This is an optimization exercise on Yosys and OpenROAD, whose aim is small area, a short achievable clock period and few clock cycles, not a production implementation.
The RTL was checked by simulation tests, not by an equivalence proof against the original design.
No activity file was given, so power comes from the tool's default toggle rates.

==> design.v <==
`timescale 1ns/100ps
`default_nettype none
module Milestone1 (
	   input  	logic	      	Clock,
	   input  	logic	      	Resetn,
	   input  	logic	      	Enable,
	   output 	logic	[17:0]	SRAM_address,
	   input  	logic	[15:0]	SRAM_read_data,
	   output 	logic	[15:0]	SRAM_write_data,
	   output 	logic 			SRAM_we_n
);
typedef enum logic [4:0]{
	S_M1_IDLE,
	S_M1_LI_FIRST_READ_V,
	S_M1_LI_FIRST_READ_U,
	S_M1_LI_FIRST_READ_Y,
	S_M1_LI_V1,
	S_M1_LI_U1,
	S_M1_LI_Y1,
	S_M1_LI_CALC_V,
	S_M1_LI_CALC_U,
	S_M1_CALC_FIRST_RB,
	S_M1_CALC_FIRST_G,
	S_M1_CALC_SECOND_RB,
	S_M1_CALC_SECOND_G,
	S_M1_CALC_V_PRIME,
	S_M1_CALC_U_PRIME,
	S_M1_LO_CALC_FIRST_RB,
	S_M1_LO_CALC_FIRST_G,
	S_M1_LO_CALC_SECOND_RB,
	S_M1_LO_CALC_SECOND_G,
	S_M1_LO_WRITE_BR,
	S_M1_LO_WRITE_GB
} Milestone1_state_type;
Milestone1_state_type M1_state;
parameter intit_Y_address = 18'd0,
		intit_U_address = 18'd38400,
		intit_V_address = 18'd57600,
		init_RGB_address = 18'd146944;
logic [31:0] result_a;
logic [31:0] result_b;
logic [31:0] result_c;
logic [31:0] temp_a;
logic [31:0] temp_b;
logic [31:0] temp_c;
logic [31:0] Op1;
logic [31:0] Op2;
logic [31:0] Op3;
logic [31:0] Op4;
logic [31:0] Op5;
logic [31:0] Op6;
logic [16:0] RGB_count;  
logic [15:0] Y_count;
logic [15:0] UV_count;
logic [7:0] U_odd;
logic [31:0] U_prime;
logic [7:0] U_buffer [5:0];	 
logic [7:0] V_odd;
logic [31:0] V_prime;
logic [7:0] V_buffer [5:0];
logic [7:0] Y_buffer [1:0];
logic read_UV_flag;
logic LP_flag;
logic [7:0] R_even;
logic [7:0] R_odd;
logic [31:0] R_temp;
logic [7:0] G_even;
logic [7:0] G_odd;
logic [31:0] G_temp;
logic [7:0] B_even;
logic [7:0] B_odd;
logic [31:0] B_temp;
assign temp_a = (Op1 * Op2);
assign temp_b = (Op3 * Op4);
assign temp_c = (Op5 * Op6);
assign result_a = {temp_a[31:0]};
assign result_b = {temp_b[31:0]};
assign result_c = {temp_c[31:0]};
assign R_temp = (result_a + result_c);
assign B_temp = (result_a + result_b);
assign G_temp = (result_a - result_b - result_c);
logic [7:0] Read_byte1;
logic [7:0] Read_byte2;
assign Read_byte1 = SRAM_read_data[7:0];
assign Read_byte2 = SRAM_read_data[15:8];
always_comb begin
	if(M1_state == S_M1_CALC_V_PRIME || M1_state == S_M1_LI_CALC_V || M1_state == S_M1_LO_WRITE_BR)begin
		Op1 = V_buffer[5] + V_buffer[0];
		Op2 = 31'd21;
		Op3 = V_buffer[4] + V_buffer[1];
		Op4 = 31'd52;
		Op5 = V_buffer[3] + V_buffer[2];
		Op6 = 31'd159;
	end else if (M1_state == S_M1_CALC_U_PRIME || M1_state == S_M1_LI_CALC_U || M1_state == S_M1_LO_WRITE_GB) begin
		Op1 = U_buffer[5] + U_buffer[0];
		Op2 = 31'd21;
		Op3 = U_buffer[4] + U_buffer[1];
		Op4 = 31'd52;
		Op5 = U_buffer[3] + U_buffer[2];
		Op6 = 31'd159;	
	end else if (M1_state == S_M1_CALC_FIRST_RB || M1_state == S_M1_LO_CALC_FIRST_RB) begin
		Op1 = Y_buffer[1] - 31'd16;
		Op2 = 31'd76284;
		Op3 = U_buffer[2] - 31'd128;
		Op4 = 31'd132251;
		Op5 = V_buffer[2] - 31'd128;
		Op6 = 31'd104595;
	end else if (M1_state == S_M1_CALC_SECOND_RB || M1_state == S_M1_LO_CALC_SECOND_RB) begin
		Op1 = Y_buffer[0] - 31'd16;
		Op2 = 31'd76284;
		Op3 = U_prime - 31'd128;
		Op4 = 31'd132251;
		Op5 = V_prime - 31'd128;
		Op6 = 31'd104595;
	end else if (M1_state == S_M1_CALC_FIRST_G || M1_state == S_M1_LO_CALC_FIRST_G) begin
		Op1 = Y_buffer[1] - 31'd16;
		Op2 = 31'd76284;
		Op3 = U_buffer[2] - 31'd128;
		Op4 = 31'd25624;
		Op5 = V_buffer[2] - 31'd128;
		Op6 = 31'd53281;
	end else if (M1_state == S_M1_CALC_SECOND_G || M1_state == S_M1_LO_CALC_SECOND_G) begin
		Op1 = Y_buffer[0] - 31'd16;
		Op2 = 31'd76284;
		Op3 = U_prime - 31'd128;
		Op4 = 31'd25624;
		Op5 = V_prime - 31'd128;
		Op6 = 31'd53281;
	end else begin
		Op1 = 31'd0;
		Op2 = 31'd0;
		Op3 = 31'd0;
		Op4 = 31'd0;
		Op5 = 31'd0;
		Op6 = 31'd0;
	end
end
always @(posedge Clock or negedge Resetn) begin
	if (~Resetn) begin
		SRAM_we_n <= 1'b1;
		SRAM_write_data <= 16'd0;
		SRAM_address <= 16'd0;
		read_UV_flag <= 1'b1;
		RGB_count <= 16'd0;
		Y_count <= 16'd0;
		UV_count <= 16'd0;
		LP_flag <= 1'b0;
		M1_state <= S_M1_IDLE;
	end	else begin
		case(M1_state)
			S_M1_IDLE:begin
				if (Enable == 1'b1) begin
					M1_state <= S_M1_LI_FIRST_READ_V;
					SRAM_address <= intit_V_address;
					RGB_count <= 16'd0;
					Y_count <= 16'd0;
					UV_count <= 16'd0;
				end
			end
			S_M1_LI_FIRST_READ_V:begin
				SRAM_address <= intit_U_address + UV_count;
				UV_count <= UV_count + 16'd1;
				SRAM_we_n <= 1'b1;
				M1_state <= S_M1_LI_FIRST_READ_U;
			end
			S_M1_LI_FIRST_READ_U:begin
				SRAM_address <= intit_Y_address + Y_count;
				Y_count <= Y_count + 16'd1;
				M1_state <= S_M1_LI_FIRST_READ_Y;
			end
			S_M1_LI_FIRST_READ_Y:begin
				V_buffer[5] <= SRAM_read_data[7:0];
				V_buffer[4] <= SRAM_read_data[15:8];
				V_buffer[3] <= SRAM_read_data[15:8];
				V_buffer[2] <= SRAM_read_data[15:8];
				V_buffer[1] <= SRAM_read_data[15:8];
				V_buffer[0] <= SRAM_read_data[15:8];
				SRAM_address <= intit_V_address + UV_count;
				M1_state <= S_M1_LI_V1;
			end
			S_M1_LI_V1:begin
				U_buffer[5] <= SRAM_read_data[7:0];
				U_buffer[4] <= SRAM_read_data[15:8];
				U_buffer[3] <= SRAM_read_data[15:8];
				U_buffer[2] <= SRAM_read_data[15:8];
				U_buffer[1] <= SRAM_read_data[15:8];
				U_buffer[0] <= SRAM_read_data[15:8];
				SRAM_address <= intit_U_address + UV_count;
				UV_count <= UV_count + 16'd1;
				M1_state <= S_M1_LI_U1;
			end
			S_M1_LI_U1:begin
				Y_buffer[1] <= SRAM_read_data[15:8];
				Y_buffer[0] <= SRAM_read_data[7:0];
				M1_state <= S_M1_LI_Y1;
			end
			S_M1_LI_Y1:begin
				V_buffer[5] <= SRAM_read_data[7:0];
				V_buffer[4] <= SRAM_read_data[15:8];
				V_buffer[3] <= V_buffer[5];
				V_buffer[2] <= V_buffer[4];
				V_buffer[1] <= V_buffer[3];
				V_buffer[0] <= V_buffer[2];
				M1_state <= S_M1_LI_CALC_V;
			end
			S_M1_LI_CALC_V:begin
				V_prime <= (result_a - result_b + result_c + 32'd128) >>> 8;
				U_buffer[5] <= SRAM_read_data[7:0] ;
				U_buffer[4] <= SRAM_read_data[15:8];
				U_buffer[3] <= U_buffer[5];
				U_buffer[2] <= U_buffer[4];
				U_buffer[1] <= U_buffer[3];
				U_buffer[0] <= U_buffer[2];
				M1_state <= S_M1_LI_CALC_U;
			end
			S_M1_LI_CALC_U:begin
				U_prime <= (result_a - result_b + result_c + 32'd128) >>> 8;
				M1_state <= S_M1_CALC_FIRST_RB;
			end
			S_M1_CALC_FIRST_RB:begin
				R_even <= (R_temp[31] == 1'd1)
					? 8'd0
					: |R_temp[30:24] ? 8'd255 : R_temp >>> 16;
				B_even <= (B_temp[31] == 1'd1)
					? 8'd0
					: |B_temp[30:24] ? 8'd255 : B_temp >>> 16;
				SRAM_we_n <= 1'b1;
				M1_state <= S_M1_CALC_FIRST_G;
				if(read_UV_flag == 1'b1) begin
					SRAM_address <= intit_V_address + UV_count;
				end else begin
					Y_count <= Y_count + 1'd1;
					SRAM_address <= intit_Y_address + Y_count;
				end
			end
			S_M1_CALC_FIRST_G:begin
				G_even <= (G_temp[31] == 1'd1)
							? 8'd0
							: |G_temp[30:24] ? 8'd255 : G_temp >>> 16;
				M1_state <= S_M1_CALC_SECOND_RB;
				if(read_UV_flag == 1'b1) begin
					UV_count <= UV_count + 1'd1;
					SRAM_address <= intit_U_address + UV_count;
				end
			end
			S_M1_CALC_SECOND_RB:begin
				R_odd <= (R_temp[31] == 1'd1)
							? 8'd0
							: |R_temp[30:24] ? 8'd255 : R_temp >>> 16;
				B_odd <= (B_temp[31] == 1'd1)
							? 8'd0
							: |B_temp[30:24] ? 8'd255 : B_temp >>> 16;
				M1_state <= S_M1_CALC_SECOND_G;
				if(read_UV_flag == 1'b1) begin
					Y_count <= Y_count + 1'd1;
					SRAM_we_n <= 1'b1;
					SRAM_address <= intit_Y_address + Y_count;
				end else begin
					SRAM_write_data <= {R_even, G_even};
					SRAM_we_n <= 1'b0;
					SRAM_address <= init_RGB_address + RGB_count;
					RGB_count <= RGB_count + 1'd1;
				end
			end
			S_M1_CALC_SECOND_G:begin
				G_odd <= (G_temp[31] == 1'd1)
							? 8'd0
							: |G_temp[30:24] ? 8'd255 : G_temp >>> 16;
				SRAM_we_n <= 1'b0;
				SRAM_address <= init_RGB_address + RGB_count;
				RGB_count <= RGB_count + 1'd1;
				M1_state <= S_M1_CALC_V_PRIME;
				if(read_UV_flag == 1'b1) begin
					V_odd <= {SRAM_read_data[7:0]};
					V_buffer[5] <= SRAM_read_data[15:8];
					V_buffer[4] <= V_buffer[5];
					V_buffer[3] <= V_buffer[4];
					V_buffer[2] <= V_buffer[3];
					V_buffer[1] <= V_buffer[2];
					V_buffer[0] <= V_buffer[1];
					SRAM_write_data <= {R_even, G_even};
				end else begin
					V_buffer[5] <= V_odd;
					V_buffer[4] <= V_buffer[5];
					V_buffer[3] <= V_buffer[4];
					V_buffer[2] <= V_buffer[3];
					V_buffer[1] <= V_buffer[2];
					V_buffer[0] <= V_buffer[1];
					SRAM_write_data <= {B_even, R_odd};
					Y_buffer[1] <= SRAM_read_data[15:8];
					Y_buffer[0] <= SRAM_read_data[7:0];
				end
			end
			S_M1_CALC_V_PRIME:begin
				V_prime <= (result_a - result_b + result_c + 32'd128) >>> 8;
				SRAM_address <= init_RGB_address + RGB_count;
				RGB_count <= RGB_count + 1'd1;
				M1_state <= S_M1_CALC_U_PRIME;
				if(read_UV_flag == 1'b1) begin
					SRAM_write_data <= {B_even, R_odd};
					U_odd <= {SRAM_read_data[7:0]};
					U_buffer[5] <= SRAM_read_data[15:8];
					U_buffer[4] <= U_buffer[5];
					U_buffer[3] <= U_buffer[4];
					U_buffer[2] <= U_buffer[3];
					U_buffer[1] <= U_buffer[2];
					U_buffer[0] <= U_buffer[1];						
				end else begin
					U_buffer[5] <= U_odd;
					U_buffer[4] <= U_buffer[5];
					U_buffer[3] <= U_buffer[4];
					U_buffer[2] <= U_buffer[3];
					U_buffer[1] <= U_buffer[2];
					U_buffer[0] <= U_buffer[1];	
					SRAM_write_data <= {G_odd, B_odd};
				end
			end
			S_M1_CALC_U_PRIME:begin
				U_prime <= (result_a - result_b + result_c + 32'd128) >>> 8;
				read_UV_flag <= ~read_UV_flag;
				if ((Y_count % 160) == 157) begin
					M1_state <= S_M1_LO_CALC_FIRST_RB;
				end else begin
					M1_state <= S_M1_CALC_FIRST_RB;
				end
				if(read_UV_flag == 1'b1) begin
					SRAM_address <= init_RGB_address + RGB_count;
					RGB_count <= RGB_count + 1'd1;
					SRAM_write_data <= {G_odd, B_odd};
					Y_buffer[1] <= SRAM_read_data[15:8];
					Y_buffer[0] <= SRAM_read_data[7:0];
				end else begin					
					SRAM_we_n <= 1'b1;
				end
			end
			S_M1_LO_CALC_FIRST_RB:begin
				SRAM_we_n <= 1'b1;
				if ((Y_count != 31'd38401)  && (LP_flag == 1'b0))begin
					SRAM_address <= intit_Y_address + Y_count;
					Y_count <= Y_count + 16'd1;
				end
				R_even <= (R_temp[31] == 1'd1)
					? 8'd0
					: |R_temp[30:24] ? 8'd255 : R_temp >>> 16;
				B_even <= (B_temp[31] == 1'd1)
					? 8'd0
					: |B_temp[30:24] ? 8'd255 : B_temp >>> 16;
				M1_state <= S_M1_LO_CALC_FIRST_G;
			end
			S_M1_LO_CALC_FIRST_G:begin
				G_even <= (G_temp[31] == 1'd1)
							? 8'd0
							: |G_temp[30:24] ? 8'd255 : G_temp >>> 16;
				M1_state <= S_M1_LO_CALC_SECOND_RB;
			end
			S_M1_LO_CALC_SECOND_RB:begin
				R_odd <= (R_temp[31] == 1'd1)
							? 8'd0
							: |R_temp[30:24] ? 8'd255 : R_temp >>> 16;
				B_odd <= (B_temp[31] == 1'd1)
							? 8'd0
							: |B_temp[30:24] ? 8'd255 : B_temp >>> 16;
				SRAM_we_n <= 1'b0;
				SRAM_write_data <= {R_even, G_even};
				SRAM_address <= init_RGB_address + RGB_count;
				RGB_count <= RGB_count + 1'd1;
				M1_state <= S_M1_LO_CALC_SECOND_G;
			end
			S_M1_LO_CALC_SECOND_G:begin
				G_odd <= (G_temp[31] == 1'd1)
							? 8'd0
							: |G_temp[30:24] ? 8'd255 : G_temp >>> 16;
				SRAM_address <= init_RGB_address + RGB_count;
				RGB_count <= RGB_count + 1'd1;
				SRAM_write_data <= {B_even, R_odd};
				M1_state <= S_M1_LO_WRITE_BR;
				if ((Y_count != 31'd38401) && (LP_flag == 1'b0)) begin
					V_buffer[5] <= V_odd;
					V_buffer[4] <= V_buffer[5];
					V_buffer[3] <= V_buffer[4];
					V_buffer[2] <= V_buffer[3];
					V_buffer[1] <= V_buffer[2];
					V_buffer[0] <= V_buffer[1];
					Y_buffer[1] <= SRAM_read_data[15:8];
					Y_buffer[0] <= SRAM_read_data[7:0];
				end
			end
			S_M1_LO_WRITE_BR:begin
				V_prime <= (result_a - result_b + result_c + 32'd128) >>> 8;
				SRAM_address <= init_RGB_address + RGB_count;
				RGB_count <= RGB_count + 1'd1;
				SRAM_write_data <= {G_odd, B_odd};
				if ((Y_count != 31'd38401)  && (LP_flag == 1'b0)) begin
					U_buffer[5] <= U_odd;
					U_buffer[4] <= U_buffer[5];
					U_buffer[3] <= U_buffer[4];
					U_buffer[2] <= U_buffer[3];
					U_buffer[1] <= U_buffer[2];
					U_buffer[0] <= U_buffer[1];	
				end
				M1_state <= S_M1_LO_WRITE_GB;
			end
			S_M1_LO_WRITE_GB:begin
				U_prime <= (result_a - result_b + result_c + 32'd128) >>> 8;
				if ((Y_count == 31'd38400) && (LP_flag == 1'b1)) begin
					LP_flag <= 1'b0;
					M1_state <= S_M1_IDLE;
				end else if(LP_flag == 1'b1)begin
					LP_flag <= 1'b0;
					SRAM_address <= intit_V_address + UV_count;
					M1_state <= S_M1_LI_FIRST_READ_V;
				end else if((Y_count % 160) == 0) begin
					LP_flag <= 1'b1;
					M1_state <= S_M1_LO_CALC_FIRST_RB;
				end else begin
					M1_state <= S_M1_LO_CALC_FIRST_RB;
				end	
				SRAM_we_n <= 1'b1;
			end
			default: M1_state <= S_M1_IDLE;
		endcase
	end
end
endmodule
==> run.sh <==
#!/bin/bash
# synth_recipe.tcl (not shown) runs the flow's synth.tcl, then flattens the netlist and writes it again
# the make line also repeats each setting of config.mk as NAME=value (left out here)
make -C /OpenROAD-flow-scripts/flow DESIGN_CONFIG=/design/flow/config.mk WORK_HOME=/design/flow/orfs CLKGATE_MAP_FILE= SYNTH_SCRIPT=/design/flow/synth_recipe.tcl finish
==> config.mk <==
export PLATFORM = sky130hd
export DESIGN_NAME = Milestone1
export DESIGN_NICKNAME = Milestone1
export VERILOG_FILES = /design/flow/design.v
export SDC_FILE = /design/flow/constraint.sdc
export NUM_CORES = 4
export LEC_CHECK = 0
export CAP_MARGIN = 20
export CORE_MARGIN = 2
export CORE_UTILIZATION = 40
export PLACE_DENSITY = 0.6
export SLEW_MARGIN = 20
==> constraint.sdc <==
create_clock -name core_clock -period 12.0 [get_ports {Clock}]
set_input_delay 2.4000 -clock core_clock [delete_from_list [all_inputs] [get_ports {Clock}]]
set_output_delay 2.4000 -clock core_clock [all_outputs]
set_load 0.01 [all_outputs]
==> summary.txt <==
Run status
  – Status: complete, no violations

STA
  – Endpoints failing setup: 0
  – Fin crit period: 11360 ps
  – Skew final: 50.4 ps
  – Hold Fails Final Rpt: 0
  – FMAX: 88.0 MHz
  – Final setup margin: 642 ps
  – Worst-margin pin slew: 1020 ps
  – Count of final max-slew check failures: 0
  – Period utilization: 0.946
  – Slew headroom: 0.322

Critical path
  – Worst EP required: 12300 ps
  – Critical Path Start Type: flip-flop
  – CP Max Fanout: 14
  – Crit-path slowest cell: fa_1
  – Setup crit end kind: flip-flop
  – Setup Crit Path Kind: flip-flop to flip-flop
  – Arr. time, crit path: 11650 ps
  – CP peak stage delay: 520 ps
  – Reg2reg setup slack: 640 ps

Global routing
  – Grt ovf: 0
  – Vias in the first global route: 35700
  – GRT Total Usage: 0.229
  – Initial antenna violation count: 1
  – Largest net degree at the start of global routing: 62
  – First-pass GRT wire length: 208 mm

Placed design
  – HPWL after DPL: 109 mm
  – Port-buffer cells: 53
  – Placed insts: 6478
  – Pre-CTS worst setup slack: -88.3 ps
  – Placed instance area: 0.0486 mm2
  – Routability cong.: 0.942

Final layout
  – Final core utilization: 0.447
  – Area grow syn2layout: 10.7%
  – Final instance area: 0.0503 mm2
  – Fin nets: 6147
  – Final std cells w/o fill: 6556
  – N_diodes: 0
  – Share of cells above drive strength 1: 0.0722

Run
  – Maxcap violations: 0

Route
  – Routed wire per std cell: 20.1 um
  – Residual DRC: 0
  – Drt first pass iters: 7
  – DRT Wirelength: 132 mm
  – Routed vias: 35500
  – Vias per cell: 5.42
  – Iter 0 DRT Violations: 2678
  – Post-route ant nets: 0

Clocking
  – Num CTS Buffers: 40
  – Clock Root Buffer: clkbuf_16
  – Clock-pin slew on the worst setup and hold paths: 60 ps
  – CTS max path bufs: 3
  – Later-pin clock latency in the skew report: 610 ps
  – CTS tree: done
  – CTS Sinks: 315
  – CTS H-Tree Depth: 2

Power
  – Leakage power: 24.1 nW
  – VDD IR max: 0.882 mV
  – PwrDens: 244 mW/mm2
  – Power Total: 12.3 mW

Synthesis
  – Mean area per synthesized cell: 9.35 um2
  – Seq/Total Area, Yosys: 0.198
  – Count of flip-flops with a built-in enable after synthesis: 224
  – FF+latch count, synth: 315
  – Most used DFF post-synth: edfxtp_1
  – Async SR Flop Fraction: 0.289
  – Cells after synthesis: 4861
  – Synth unique cells: 114
  – Synthesized area: 0.0454 mm2
  – Synth warnings: 4

Floorplanning
  – Core area: 0.112 mm2
  – Rows: 123
  – Die X: 341 um
  – Die height: 341 um
  – Initial core utilization: 0.404
  – Io pins: 54
  – Die footprint: 0.116 mm2

Worst hold path
  – Worst hold path type: flip-flop to flip-flop
final timing paths:
check | cells past startpoint | to | from
max | 47 | G_odd[1]$_DFFE_PP_ | M1_state[4]$_DFFE_PN0P_
min | 2 | SRAM_address[1]$_DFFE_PN0P_ | SRAM_address[1]$_DFFE_PN0P_
max reg2reg | 47 | G_odd[1]$_DFFE_PP_ | M1_state[4]$_DFFE_PN0P_
min reg2reg | 2 | SRAM_address[1]$_DFFE_PN0P_ | SRAM_address[1]$_DFFE_PN0P_
max in group asynchronous | 3 | LP_flag$_DFFE_PN0P_ | Resetn
min in group asynchronous | 2 | SRAM_write_data[1]$_DFFE_PN0P_ | Resetn
cell families after synthesis:
group	Yosys count	share of synthesized area
and+or+nand+nor	1120	0.118
other	2	0.000165
muxes	10	0.00251
AOI/OAI and AO/OA	974	0.150
DFF	315	0.198
xor gates and xnor gates	291	0.0561
buffers and inverters	1042	0.0881
adders and majority gates	1107	0.388
state kept, by name, indices dropped and copies added (netlist names):
register         count
B_even               8
B_odd                8
G_even               8
G_odd                8
LP_flag              1
M1_state             5
RGB_count           17
R_even               8
R_odd                8
SRAM_address        18
SRAM_we_n            1
SRAM_write_data     16
UV_count            16
U_buffer            48
U_odd                8
U_prime             24
V_buffer            48
V_odd                8
V_prime             24
Y_buffer            16
Y_count             16
read_UV_flag         1
final cells by class:
class                      instances  area (um2)
timing repair buffer             200        1660
fill                           10900       62200
inverter                         892        3350
multi-input combinational       3577       33000
clock buffer                      47        1070
clock inverter                    25         340
sequential                       315        9010
tap                             1500        1880
critical path, delay by kind of cell, from the launching register on:
| family | cells | cell delay (ps) |
|---|---|---|
| AOI/OAI and AO/OA | 19 | 3880 |
| xor gates and xnor gates | 3 | 540 |
| adders and majority gates | 9 | 3170 |
| buffers and inverters | 8 | 1180 |
| DFF | 1 | 490 |
| and+or+nand+nor | 8 | 1740 |
cell usage in the layout (no fill, tap or decap), types with 51 or more instances in the layout:
cell	n
inv_1	887
ha_1	599
fa_1	502
nor2_1	336
nand2_1	284
a21oi_1	232
edfxtp_1	224
xnor2_1	195
buf_4	146
o21ai_0	143
xor2_1	92
nor3_1	90
dfrtp_1	87
conb_1	75
nand3_1	64
a21o_1	63
a22oi_1	54
clkdlybuf4s50_1	52
o21bai_1	51
cells in the mapped netlist, types with 33 or more instances:
cell type  number  share of area
a21o_1         63          0.010
a21oi_1       246          0.027
a221o_1        35         0.0077
a222oi_1       41         0.0090
a22oi_1        54         0.0089
and2_1         43         0.0059
clkbuf_1      123          0.010
dfrtp_1        89          0.049
edfxtp_1      224           0.15
fa_1          502           0.22
ha_1          600           0.17
inv_1         887          0.073
nand2_1       284          0.023
nand2b_1       33         0.0045
nand3_1        64         0.0071
nor2_1        347          0.029
nor2b_1        42         0.0058
nor3_1         99          0.011
o21a_1         42         0.0069
o21ai_0       158          0.017
o21bai_1       52         0.0086
or2_2          38         0.0052
xnor2_1       196          0.038
xor2_1         95          0.018
report_power, final:
group / switching [mW] / internal, mW
logic: 5.39 / 3.60
registers: 0.0609 / 1.89
clock network: 0.557 / 0.760
total: 6.01 / 6.25
stage by stage:
step | TNS (ps) | hold WS, ps
2_1_floorplan | 0 | 487
3_3_place_gp | 0 | 471
3_5_place_dp | -261 | 478
4_1_cts | 0 | 490
5_1_grt | -99.8 | 523
6_report | 0 | 487
what timing repair did:
action                                 CTS  global route
resized for setup                        2            63
hold buffers                             0             0
pin swaps                                0            15
endpoints found under the hold margin    0             0
setup endpoints to repair                4            68
setup buffers                            0             5
layer usage:
layer  track usage  routed length, um
met1         0.322              59100
met2         0.379              62500
met3        0.0277               7470
met4        0.0487               2870
met5             0                  0
Testbench counts, summed over its fixed seeds: cycles 1,858,568.

[what the ideal ports hide]
No port has a modelled driver above. Below, the same layout with a new extraction and two added sets of constraints. Step 1, drivers: a clkbuf_16 drives Clock and a buf_2 each remaining input, both assumed. Step 2, shift: input delay + t, output delay - t, t = (earliest + latest rising clock arrival at the registers) / 2. This alone moves slack from input paths to output paths. a / b / c = ideal ports / drivers / drivers and shift; a / b = the first two.
shift t [ns]: 0.650
slack for setup (ns): 0.642 / 0.642 / 0.642
worst register clock-pin slew, ns: 0.07 / 0.07
After both steps this run still meets setup and hold. For this run, drivers alone change the setup slack by 0.000 ns; drivers and shift together by 0.000 ns.
